Context: an optimization exercise on an open-source flow, tuned for small area, a short achievable clock period and few clock cycles per item. The choices shown serve that exercise and are no tape-out recipe. In this exercise RTL edits were held to simulation tests only and were not proved equivalent to the original.

==> flow/design.v, too long to show whole: its modules and the start of the top module <==
// module booth_ctl: 12 lines
// module csa_fa: 10 lines
// module csa_ha: 9 lines
// module ReLU: 37 lines
// module fully_serial: 3295 lines
// module neuron_top: 19 lines
module neuron_top (
    input  logic         clk,
    input  logic         rst_n,
    input  logic [511:0] in_vec,
    input  logic [255:0] weights_vec,
    input  logic [31:0]  bias,
    output logic [31:0]  out,
    output logic         done
);
  // ...
==> flow/flow/run.sh <==
#!/bin/bash
set -euo pipefail
export BUFFER_PORTS_ARGS="-buffer_cell sky130_fd_sc_hd__buf_2"
export SETUP_SLACK_MARGIN=5.3
bash standard.sh synth > flow_synth.log 2>&1
bash standard.sh finish > flow_finish.log 2>&1
==> flow/standard.sh <==
#!/bin/bash
# synth_recipe.tcl (not shown) runs the flow's synth.tcl, then flattens the netlist and writes it again
# the make line also repeats each setting of config.mk as NAME=value (left out here)
make -C /OpenROAD-flow-scripts/flow DESIGN_CONFIG=/design/flow/config.mk WORK_HOME=/design/flow/orfs CLKGATE_MAP_FILE= SYNTH_SCRIPT=/design/flow/synth_recipe.tcl "${@:-finish}"
==> flow/config.mk <==
export PLATFORM = sky130hd
export DESIGN_NAME = neuron_top
export DESIGN_NICKNAME = neuron_top
export VERILOG_FILES = /design/flow/design.v
export SDC_FILE = /design/flow/constraint.sdc
export NUM_CORES = 4
export LEC_CHECK = 0
export CAP_MARGIN = 20
export CORE_MARGIN = 2
export CORE_UTILIZATION = 50
export SLEW_MARGIN = 20
export SYNTH_HIERARCHICAL = 1
==> flow/constraint.sdc <==
create_clock -name core_clock -period 12.0 [get_ports {clk}]
set_input_delay 2.4000 -clock core_clock [delete_from_list [all_inputs] [get_ports {clk}]]
set_output_delay 2.4000 -clock core_clock [all_outputs]
set_load 0.01 [all_outputs]
==> reports/metrics.cfg, run 1 <==
[grt]
use_met3_pct=15.0
gr-total-overflow=0

[worst_hold_path]
hold_depth=2

[worst_setup_path]
start_kind=flip-flop
crit_end=out[8]
slowest_delay_ns=0.53
critical-path-slowest-cell=fa_1
crit_buf_inv=5

[clock_tree]
cts_sinks=263
cts-root-buf=clkbuf_16
cts_buffers=37
insertion_delay_ns=0.64

[synth]
ys_types=65
synth_area_leaders=fa_1 (41%), xnor2_1 (15%), a22oi_1 (12%)
synth_edf_count=0

[routing]
routed_wl_um=321000
wl_met3_um=39600
via_count=54200
drc=0
drt_iter0_drc=8508

[finish]
fillCellCount=11000
synthToLayoutAreaGrowth_pct=11.5
drive_above_1_share_pct=20.5

[placement]
dpl_cell_area_um2=67000
gp_congestion=1.07
hpwl_um=266000

[timing]
max-slew-margin-rel_pct=19.7
fin_skew_ns=0.0501

[status]
status=finished clean

[floorplanning]
die_w_um=356

Testbench counts, summed over its fixed seeds: cycles 3,840, items 960.
==> run 2, diff against run 1 <==
--- a/flow/design.v
+++ b/flow/design.v
@@ -322,49 +322,49 @@
         win_nxt_12_1 = {weights_vec[207], weights_vec[206], weights_vec[205]};
         win_nxt_13_0 = {weights_vec[221], weights_vec[220], win_r_13_1[2]};
         win_nxt_13_1 = {weights_vec[223], weights_vec[222], weights_vec[221]};
         win_nxt_14_0 = {weights_vec[237], weights_vec[236], win_r_14_1[2]};
         win_nxt_14_1 = {weights_vec[239], weights_vec[238], weights_vec[237]};
         win_nxt_15_0 = {weights_vec[253], weights_vec[252], win_r_15_1[2]};
         win_nxt_15_1 = {weights_vec[255], weights_vec[254], weights_vec[253]};
       end
-      default: begin
-        win_nxt_0_0 = 3'b000;
-        win_nxt_0_1 = 3'b000;
-        win_nxt_1_0 = 3'b000;
-        win_nxt_1_1 = 3'b000;
-        win_nxt_2_0 = 3'b000;
-        win_nxt_2_1 = 3'b000;
-        win_nxt_3_0 = 3'b000;
-        win_nxt_3_1 = 3'b000;
-        win_nxt_4_0 = 3'b000;
-        win_nxt_4_1 = 3'b000;
-        win_nxt_5_0 = 3'b000;
-        win_nxt_5_1 = 3'b000;
-        win_nxt_6_0 = 3'b000;
-        win_nxt_6_1 = 3'b000;
-        win_nxt_7_0 = 3'b000;
-        win_nxt_7_1 = 3'b000;
-        win_nxt_8_0 = 3'b000;
-        win_nxt_8_1 = 3'b000;
-        win_nxt_9_0 = 3'b000;
-        win_nxt_9_1 = 3'b000;
-        win_nxt_10_0 = 3'b000;
-        win_nxt_10_1 = 3'b000;
-        win_nxt_11_0 = 3'b000;
-        win_nxt_11_1 = 3'b000;
-        win_nxt_12_0 = 3'b000;
-        win_nxt_12_1 = 3'b000;
-        win_nxt_13_0 = 3'b000;
-        win_nxt_13_1 = 3'b000;
-        win_nxt_14_0 = 3'b000;
-        win_nxt_14_1 = 3'b000;
-        win_nxt_15_0 = 3'b000;
-        win_nxt_15_1 = 3'b000;
+      default: begin   
+        win_nxt_0_0 = {weights_vec[5], weights_vec[4], weights_vec[3]};
+        win_nxt_0_1 = {weights_vec[7], weights_vec[6], weights_vec[5]};
+        win_nxt_1_0 = {weights_vec[21], weights_vec[20], weights_vec[19]};
+        win_nxt_1_1 = {weights_vec[23], weights_vec[22], weights_vec[21]};
+        win_nxt_2_0 = {weights_vec[37], weights_vec[36], weights_vec[35]};
+        win_nxt_2_1 = {weights_vec[39], weights_vec[38], weights_vec[37]};
+        win_nxt_3_0 = {weights_vec[53], weights_vec[52], weights_vec[51]};
+        win_nxt_3_1 = {weights_vec[55], weights_vec[54], weights_vec[53]};
+        win_nxt_4_0 = {weights_vec[69], weights_vec[68], weights_vec[67]};
+        win_nxt_4_1 = {weights_vec[71], weights_vec[70], weights_vec[69]};
+        win_nxt_5_0 = {weights_vec[85], weights_vec[84], weights_vec[83]};
+        win_nxt_5_1 = {weights_vec[87], weights_vec[86], weights_vec[85]};
+        win_nxt_6_0 = {weights_vec[101], weights_vec[100], weights_vec[99]};
+        win_nxt_6_1 = {weights_vec[103], weights_vec[102], weights_vec[101]};
+        win_nxt_7_0 = {weights_vec[117], weights_vec[116], weights_vec[115]};
+        win_nxt_7_1 = {weights_vec[119], weights_vec[118], weights_vec[117]};
+        win_nxt_8_0 = {weights_vec[133], weights_vec[132], weights_vec[131]};
+        win_nxt_8_1 = {weights_vec[135], weights_vec[134], weights_vec[133]};
+        win_nxt_9_0 = {weights_vec[149], weights_vec[148], weights_vec[147]};
+        win_nxt_9_1 = {weights_vec[151], weights_vec[150], weights_vec[149]};
+        win_nxt_10_0 = {weights_vec[165], weights_vec[164], weights_vec[163]};
+        win_nxt_10_1 = {weights_vec[167], weights_vec[166], weights_vec[165]};
+        win_nxt_11_0 = {weights_vec[181], weights_vec[180], weights_vec[179]};
+        win_nxt_11_1 = {weights_vec[183], weights_vec[182], weights_vec[181]};
+        win_nxt_12_0 = {weights_vec[197], weights_vec[196], weights_vec[195]};
+        win_nxt_12_1 = {weights_vec[199], weights_vec[198], weights_vec[197]};
+        win_nxt_13_0 = {weights_vec[213], weights_vec[212], weights_vec[211]};
+        win_nxt_13_1 = {weights_vec[215], weights_vec[214], weights_vec[213]};
+        win_nxt_14_0 = {weights_vec[229], weights_vec[228], weights_vec[227]};
+        win_nxt_14_1 = {weights_vec[231], weights_vec[230], weights_vec[229]};
+        win_nxt_15_0 = {weights_vec[245], weights_vec[244], weights_vec[243]};
+        win_nxt_15_1 = {weights_vec[247], weights_vec[246], weights_vec[245]};
       end
     endcase
   end
   always_ff @(posedge clk) begin
     win_r_0_0 <= win_nxt_0_0;
     win_r_0_1 <= win_nxt_0_1;
     win_r_1_0 <= win_nxt_1_0;
     win_r_1_1 <= win_nxt_1_1;
==> flow/flow/run.sh (replaced) <==
#!/bin/bash
set -euo pipefail
export BUFFER_PORTS_ARGS="-buffer_cell sky130_fd_sc_hd__buf_1"
export SETUP_SLACK_MARGIN=5.0
bash standard.sh synth > flow_synth.log 2>&1
bash standard.sh finish > flow_finish.log 2>&1
==> reports/metrics.cfg, run 2 <==
[status]
status=finished clean  ; unchanged

[timing]
max_freq_ghz=0.142  ; was 0.144 GHz
worst_pin_slew_ns=1.30  ; was 1.20 ns
max-slew-margin-rel_pct=13.2  ; was 19.7%
fin_crit_ns=7.05  ; was 6.95 ns
fin_skew_ns=0.0334  ; was 0.0501 ns
setup_violations=0  ; unchanged
drv_slew=0  ; unchanged
finalHoldViolCount=0  ; unchanged
tns_ns=0  ; unchanged
rsz0062_at_grt=yes  ; unchanged
post-route-period-util_pct=58.7  ; was 58.0%
holdWs_ns=0.559  ; was 0.588 ns

[synth]
synthesis.area_um2=63300  ; was 62000 um^2
synthDominantCellAreaShare_pct=40.5  ; was 41.3%
async_reset_ff_share_pct=1.90  ; unchanged
ys_top_cells_by_count=fa_1 (1280), xnor2_1 (1084), a22oi_1 (1024)  ; was fa_1 (1280), xnor2_1 (1084), a22oi_1 (992)
post-synth-top-count-cell=fa_1  ; unchanged
yosys.area.top_type=fa_1  ; unchanged
synthCells=5811  ; was 5710
ys_types=67  ; was 65
synth_warnings=9  ; unchanged
synth_area_leaders=fa_1 (40%), xnor2_1 (15%), a22oi_1 (12%)  ; was fa_1 (41%), xnor2_1 (15%), a22oi_1 (12%)
ys.flop_type=dfxtp_1  ; unchanged
ys_seq_area_share_pct=8.36  ; was 8.53%
syn_area_per_cell_um2=10.9  ; about the same
synth_edf_count=0  ; unchanged
synth_seq_cells=263  ; unchanged

[floorplanning]
die-area_um2=129000  ; was 127000 um^2
die_h_um=360  ; was 356 um
ios=835  ; unchanged
die_w_um=360  ; was 356 um
start_util_pct=50.4  ; was 50.2%
core-area_um2=126000  ; was 123000 um^2
placementRows=130  ; was 129

[clock_tree]
postCtsHoldBufs=0  ; unchanged
cts_buffers=37  ; unchanged
cts_sinks=263  ; unchanged
cts-root-buf=clkbuf_16  ; unchanged
clockBufferDepth=3  ; unchanged
htreeDepth=2  ; unchanged
insertion_delay_ns=0.62  ; was 0.64 ns
cts_tree=yes  ; unchanged
path_clk_slew_ns=0.06  ; was 0.07 ns

[worst_setup_path]
crit_end=u_neuron.a1_q[20]$_DFF_P_  ; was out[8]
r2r_slack_ns=4.95  ; was 5.40 ns
cp_max_fo=71  ; was 16
r2r_end=u_neuron.a1_q[20]$_DFF_P_  ; was u_neuron.a2_q[10]$_DFF_P_
cp-startpoint=u_neuron.nfirst$_DFF_PN0_  ; was u_neuron.a2_q[6]$_DFF_P_
worstPathArrival_ns=7.53  ; was 4.55 ns
path_class=flip-flop to flip-flop  ; was flip-flop to primary output
start_kind=flip-flop  ; unchanged
cp-end-kind=flip-flop  ; was primary output
reg2reg_from=u_neuron.nfirst$_DFF_PN0_  ; was u_neuron.first$_DFF_PN1_
cp.required_ns=12.48  ; was 9.60 ns
reg2regPathDepth=12  ; was 10

[run]
drv_cap=0  ; unchanged

[grt]
grt_max_degree=101  ; was 100
gr-total-overflow=0  ; unchanged
first_global_vias=53400  ; was 54.8k
grt_pass1_wl_um=432000  ; was 433000 um
grt_use_total_pct=48.5  ; was 50.0%
antenna_found_initial=121  ; was 90

[routing]
drt-pass1-iter-count=6  ; was 20
via_count=53800  ; was 54.2k
viasPerCell=6.61  ; was 6.75
drc=0  ; unchanged
drt_iter0_drc=7727  ; was 8508
ant_nets=0  ; unchanged
wl_per_cell_um=39.1  ; was 40.0 um
routed_wl_um=319000  ; was 321000 um

[finish]
final_cell_mix=fa_1 (1276), xnor2_1 (1083), a22oi_1 (1024)  ; was fa_1 (1269), xnor2_1 (1082), a22oi_1 (991)
final_common_cell=fa_1  ; unchanged
largest_reg_flops=40  ; unchanged
final_area_um2=68600  ; was 69200 um^2
nNetsFinal=8716  ; was 8634
top_register=u_neuron.a0_q  ; unchanged
fin_cells=8145  ; was 8033
drive_above_1_share_pct=7.12  ; was 20.5%
synthToLayoutAreaGrowth_pct=8.36  ; was 11.5%

[placement]
hpwl_um=272000  ; was 266000 um
io_buffers=833  ; unchanged
placedCellCount=7984  ; was 7874
dpl_cell_area_um2=66800  ; was 67000 um^2
gp_congestion=1.08  ; was 1.07

[worst_hold_path]
hp-class=flip-flop to flip-flop  ; unchanged

[run 2: changes by cell type after synthesis, sizes merged, moves of 21 or more]
cell | before | now
a211oi | 7 | 39
a221oi | 0 | 32
a222oi | 64 | 0
a22oi | 992 | 1024
buf | 307 | 335
clkbuf | 91 | 70
nand2 | 137 | 169
nor2 | 124 | 60
nor2b | 1 | 33
nor3b | 0 | 32
o21ai | 128 | 176
[run 2: layer usage]
layer	vias up	track usage [%]	share of wire [%]
met3	1007	18.2	13
met4	88	29.3	7.4
met1	27600	60.9	37
li1	21000	-	-
met5	-	0	0.18
met2	4119	71.1	42
[run 2: how the worst min path moves through the flow]
stage / startpoint / to / cells after the start
2_1_floorplan: u_neuron.ph[0]$_DFF_PN0_ / u_neuron.ph[0]$_DFF_PN0_ / 1
3_3_place_gp: u_neuron.ph[0]$_DFF_PN0_ / u_neuron.ph[0]$_DFF_PN0_ / 1
3_5_place_dp: u_neuron.ph[0]$_DFF_PN0_ / u_neuron.ph[0]$_DFF_PN0_ / 1
4_1_cts: u_neuron.ph[0]$_DFF_PN0_ / u_neuron.ph[0]$_DFF_PN0_ / 1
5_1_grt: u_neuron.ph[0]$_DFF_PN0_ / u_neuron.ph[0]$_DFF_PN0_ / 1
6_report: u_neuron.ph[0]$_DFF_PN0_ / u_neuron.ph[0]$_DFF_PN0_ / 1
[run 2: kinds of logic (layout without fill, tap and decap cells)]
| group | Yosys count | after routing | synth area share, % |
|---|---|---|---|
| mux | 240 | 240 | 4.14 |
| other cells | 2 | 100 | 0.0119 |
| xor+xnor | 1131 | 1131 | 15.7 |
| simple gates | 532 | 533 | 4.53 |
| buf+inv | 745 | 1330 | 5.86 |
| compound gates | 1372 | 1372 | 16.0 |
| flops | 263 | 263 | 8.36 |
| fa+ha+maj | 1526 | 1526 | 45.3 |
[run 2: critical path: stages (launching register included)]
cell        delay [ns]
dfrtp_4           0.65
clkinvlp_4        0.14
buf_4             0.67
buf_4             0.68
mux2_2            0.67
a22oi_1           0.21
xnor2_1           0.76
fa_1              0.60
fa_1              0.43
fa_1              0.46
fa_1              0.47
fa_1              0.63
fa_1              0.42
[run 2: final cells by class]
cell class | count | area [um^2]
inverter | 340 | 1280
fill | 11500 | 57000
clock buffer | 48 | 1020
sequential | 263 | 5300
antenna | 80 | 200
multi-input combinational | 4822 | 54600
tap | 1650 | 2060
timing repair buffer | 924 | 3930
clock inverter | 18 | 164
[run 2: through the flow]
stage	util [%]	setup slack (ns)
2_1_floorplan	-	5.30
3_3_place_gp	53.2	4.66
3_5_place_dp	53.2	4.65
4_1_cts	54.3	5.01
5_1_grt	54.6	4.98
6_report	54.6	4.95
[run 2: timing repair]
item                       in CTS  in global routing
pin swaps                       6                 11
buffers inserted               10                  4
setup endpoints to repair      31                 31
gates cloned                    1                  0
resized for setup              14                 49
[run 2: Yosys stat by module, one instance, submodules excluded, excerpt]
module        flops+latches  cells inside  area, um^2
csa_fa                    0             1        20.0
csa_ha                    0             1        12.5
fully_serial            263          3449       29400
booth_ctl                 0             9        73.8
Testbench counts of run 2, summed over its fixed seeds: cycles 3,840, items 960.
==> run 3, diff against run 2 <==
--- a/flow/config.mk
+++ b/flow/config.mk
@@ -9,3 +9,3 @@
 export CORE_MARGIN = 2
-export CORE_UTILIZATION = 50
+export CORE_UTILIZATION = 60
 export SLEW_MARGIN = 20
==> reports/metrics.cfg, run 3 <==
[synth]
synth_warnings=9  ; unchanged
synth_edf_count=0  ; unchanged
synthesis.area_um2=63300  ; unchanged
synth_area_leaders=fa_1 (40%), xnor2_1 (15%), a22oi_1 (12%)  ; unchanged
ys_top_cells_by_count=fa_1 (1280), xnor2_1 (1084), a22oi_1 (1024)  ; unchanged
syn_area_per_cell_um2=10.9  ; unchanged
yosys.area.top_type=fa_1  ; unchanged
async_reset_ff_share_pct=1.90  ; unchanged
synth_seq_cells=263  ; unchanged
ys_seq_area_share_pct=8.36  ; unchanged
synthCells=5811  ; unchanged
post-synth-top-count-cell=fa_1  ; unchanged
ys.flop_type=dfxtp_1  ; unchanged
ys_types=67  ; unchanged
synthDominantCellAreaShare_pct=40.5  ; unchanged

[finish]
top_register=u_neuron.a0_q  ; unchanged
synthToLayoutAreaGrowth_pct=8.14  ; was 8.36%
nNetsFinal=8718  ; was 8716
final_area_um2=68500  ; was 68600 um^2
final_cell_mix=fa_1 (1275), xnor2_1 (1084), a22oi_1 (1023)  ; was fa_1 (1276), xnor2_1 (1083), a22oi_1 (1024)
final_common_cell=fa_1  ; unchanged
fin_cells=7894  ; was 8145
drive_above_1_share_pct=7.18  ; was 7.12%
largest_reg_flops=40  ; unchanged
finalCoreUtilization_pct=65.2  ; was 54.6%

[worst_setup_path]
start_kind=flip-flop  ; unchanged
crit_buf_inv=4  ; was 3
cp.required_ns=9.60  ; was 12.48 ns
slowest_delay_ns=0.90  ; was 0.76 ns
path_class=flip-flop to primary output  ; was flip-flop to flip-flop
critical-path-slowest-cell=fa_2  ; was xnor2_1
cp.depth=15  ; was 12
cpLargestDelayFamily=adder cells  ; unchanged
worstPathArrival_ns=4.84  ; was 7.53 ns
cp-end-kind=primary output  ; was flip-flop
reg2regPathDepth=12  ; unchanged
cp_cell_sequence=fa_2, clkinvlp_4, fa_2, inv_2, ha_4, nand4_1, a21oi_2, o21a_4, o22ai_4, o21a_4, xnor2_4, nor2_8, buf_12, a21oi_2, buf_1  ; was clkinvlp_4, buf_4, buf_4, mux2_2, a22oi_1, xnor2_1, fa_1, fa_1, fa_1, fa_1, fa_1, fa_1
cp_max_fo=16  ; was 71

[timing]
drv_slew=0  ; unchanged
rsz0062_at_grt=yes  ; unchanged
post-route-period-util_pct=60.3  ; was 58.7%
finalHoldViolCount=0  ; unchanged
holdWs_ns=0.582  ; was 0.559 ns
final_critical_path_setup_slack_ns=4.76  ; was 4.95 ns
setup_violations=0  ; unchanged
max_freq_ghz=0.138  ; was 0.142 GHz
fin_crit_ns=7.24  ; was 7.05 ns
fin_skew_ns=0.0519  ; was 0.0334 ns
worst_pin_slew_ns=1.30  ; about the same
max-slew-margin-rel_pct=13.5  ; was 13.2%
tns_ns=0  ; unchanged

[floorplanning]
die-area_um2=108000  ; was 129000 um^2
ios=835  ; unchanged
die_h_um=329  ; was 360 um
core-area_um2=105000  ; was 126000 um^2
start_util_pct=60.3  ; was 50.4%
die_w_um=329  ; was 360 um
placementRows=119  ; was 130

[status]
status=finished clean  ; unchanged

[grt]
antenna_found_initial=124  ; was 121
grt_max_degree=107  ; was 101
first_global_vias=55700  ; was 53.4k
gr-total-overflow=0  ; unchanged
grt_pass1_wl_um=422000  ; was 432000 um
grt_use_total_pct=57.0  ; was 48.5%

[clock_tree]
path_clk_slew_ns=0.06  ; about the same
insertion_delay_ns=0.68  ; was 0.62 ns
cts-root-buf=clkbuf_16  ; unchanged
cts_tree=yes  ; unchanged
clockBufferDepth=3  ; unchanged
htreeDepth=2  ; unchanged
cts_sinks=263  ; unchanged
cts_buffers=38  ; was 37

[placement]
hpwl_um=258000  ; was 272000 um
io_buffers=833  ; unchanged
dpl_cell_area_um2=66400  ; was 66800 um^2
post-place-ws_ns=4.73  ; was 4.65 ns
placedCellCount=7719  ; was 7984
gp_congestion=1.09  ; was 1.08

[worst_hold_path]
hp-class=flip-flop to flip-flop  ; unchanged
hold_depth=2  ; was 1

[routing]
drt_iter0_drc=9066  ; was 7727
routed_wl_um=311000  ; was 319000 um
via_count=56100  ; was 53.8k
wl_per_cell_um=39.5  ; was 39.1 um
viasPerCell=7.11  ; was 6.61
drt-pass1-iter-count=12  ; was 6
drc=0  ; unchanged
ant_nets=0  ; unchanged

[run]
drv_cap=0  ; unchanged

run 3: kinds of logic (layout without fill, tap and decap cells):
logic type | count (synthesis) | count (layout) | synth area share (%)
adders and majority gates | 1526 | 1526 | 45.3
AOI/OAI and AO/OA | 1372 | 1372 | 16.0
xor gates and xnor gates | 1131 | 1131 | 15.7
buffers and inverters | 745 | 1332 | 5.86
and+or+nand+nor | 532 | 533 | 4.53
DFF | 263 | 263 | 8.36
muxes | 240 | 240 | 4.14
other | 2 | 106 | 0.0119
run 3: per-layer routing:
metal  vias to the layer above  track usage, %  routed length [um]
li1                      21000               -                   -
met1                     28000            65.2              101000
met2                      5422            79.1              126000
met3                      1636            31.4               53500
met4                        82            43.3               31100
met5                         -           0.311                 636
run 3: cell type report:
class                      instances  area (um^2)
antenna                           86          215
clock buffer                      47         1000
clock inverter                    20          308
fill                            8495        36500
inverter                         340         1280
multi-input combinational       4822        54600
sequential                       263         5310
tap                             1391         1740
timing repair buffer             925         3960
run 3: what timing repair did:
item	4_1_cts	5_1_grt
resized for setup	17	67
hold buffers	0	0
cloned	1	2
pin swaps	8	10
buffers inserted	10	8
setup endpoints to repair	31	44
run 3: Yosys stat by module, one instance, submodules excluded, a selection:
module        cells  times used  flops+latches
booth_ctl         9          64              0
csa_ha            1          33              0
csa_fa            1        1200              0
fully_serial   3449           1            263
run 3: final timing paths:
path	start	slack, ns	to
hold / removal	u_neuron.win_r_5_1[2]$_DFF_P_	0.58	u_neuron.win_r_5_0[0]$_DFF_P_
max in group asynchronous	rst_n	9.98	u_neuron.nfirst$_DFF_PN0_
min in group asynchronous	rst_n	1.66	u_neuron.done$_DFF_PN0_
setup / recovery	u_neuron.a2_q[10]$_DFF_P_	4.76	out[6]
hold reg to reg	u_neuron.win_r_5_1[2]$_DFF_P_	0.58	u_neuron.win_r_5_0[0]$_DFF_P_
setup reg to reg	u_neuron.nfirst$_DFF_PN0_	5.19	u_neuron.a3_q[35]$_DFF_P_
run 3: worst reg2reg max path, stage by stage (launching register included):
cell and delay (ns):
dfrtp_4 0.63, clkinvlp_4 0.49, buf_4 0.48, buf_6 0.55, mux2_2 0.54, o21ai_1 0.21
xnor2_1 0.66, fa_1 0.58, fa_1 0.57, fa_1 0.53, fa_1 0.48, fa_1 0.46
fa_1 0.48

[what the ideal ports hide]
How much do the figures lean on ideal ports? The routed layouts below were timed once more, with nothing changed but the port constraints. Step 1 assumes that a clkbuf_16 drives the clock port and a buf_2 every other input. Step 2 also shifts input and output timing later by t, the mid clock arrival at the registers, as if the neighbouring blocks saw the same clock. Three values: ideal ports, drivers, drivers and shift; two values: the first two.
| run | shift t [ns] | setup WS [ns] | worst setup path at the end | worst data-port slew with drivers (ns) |
|---|---|---|---|---|
| run 1 | 0.700 | 5.046 / 4.958 / 4.554 | input to register | 0.27 |
| run 2 | 0.697 | 4.951 / 4.951 / 4.500 | input to register | 0.36 |
| run 3 | 0.740 | 4.763 / 4.678 / 4.375 | input to register | 0.36 |
After both steps setup and hold are still met in every run listed. For run 1, which loses most, drivers alone change the setup slack by -0.088 ns; drivers and shift together by -0.492 ns.
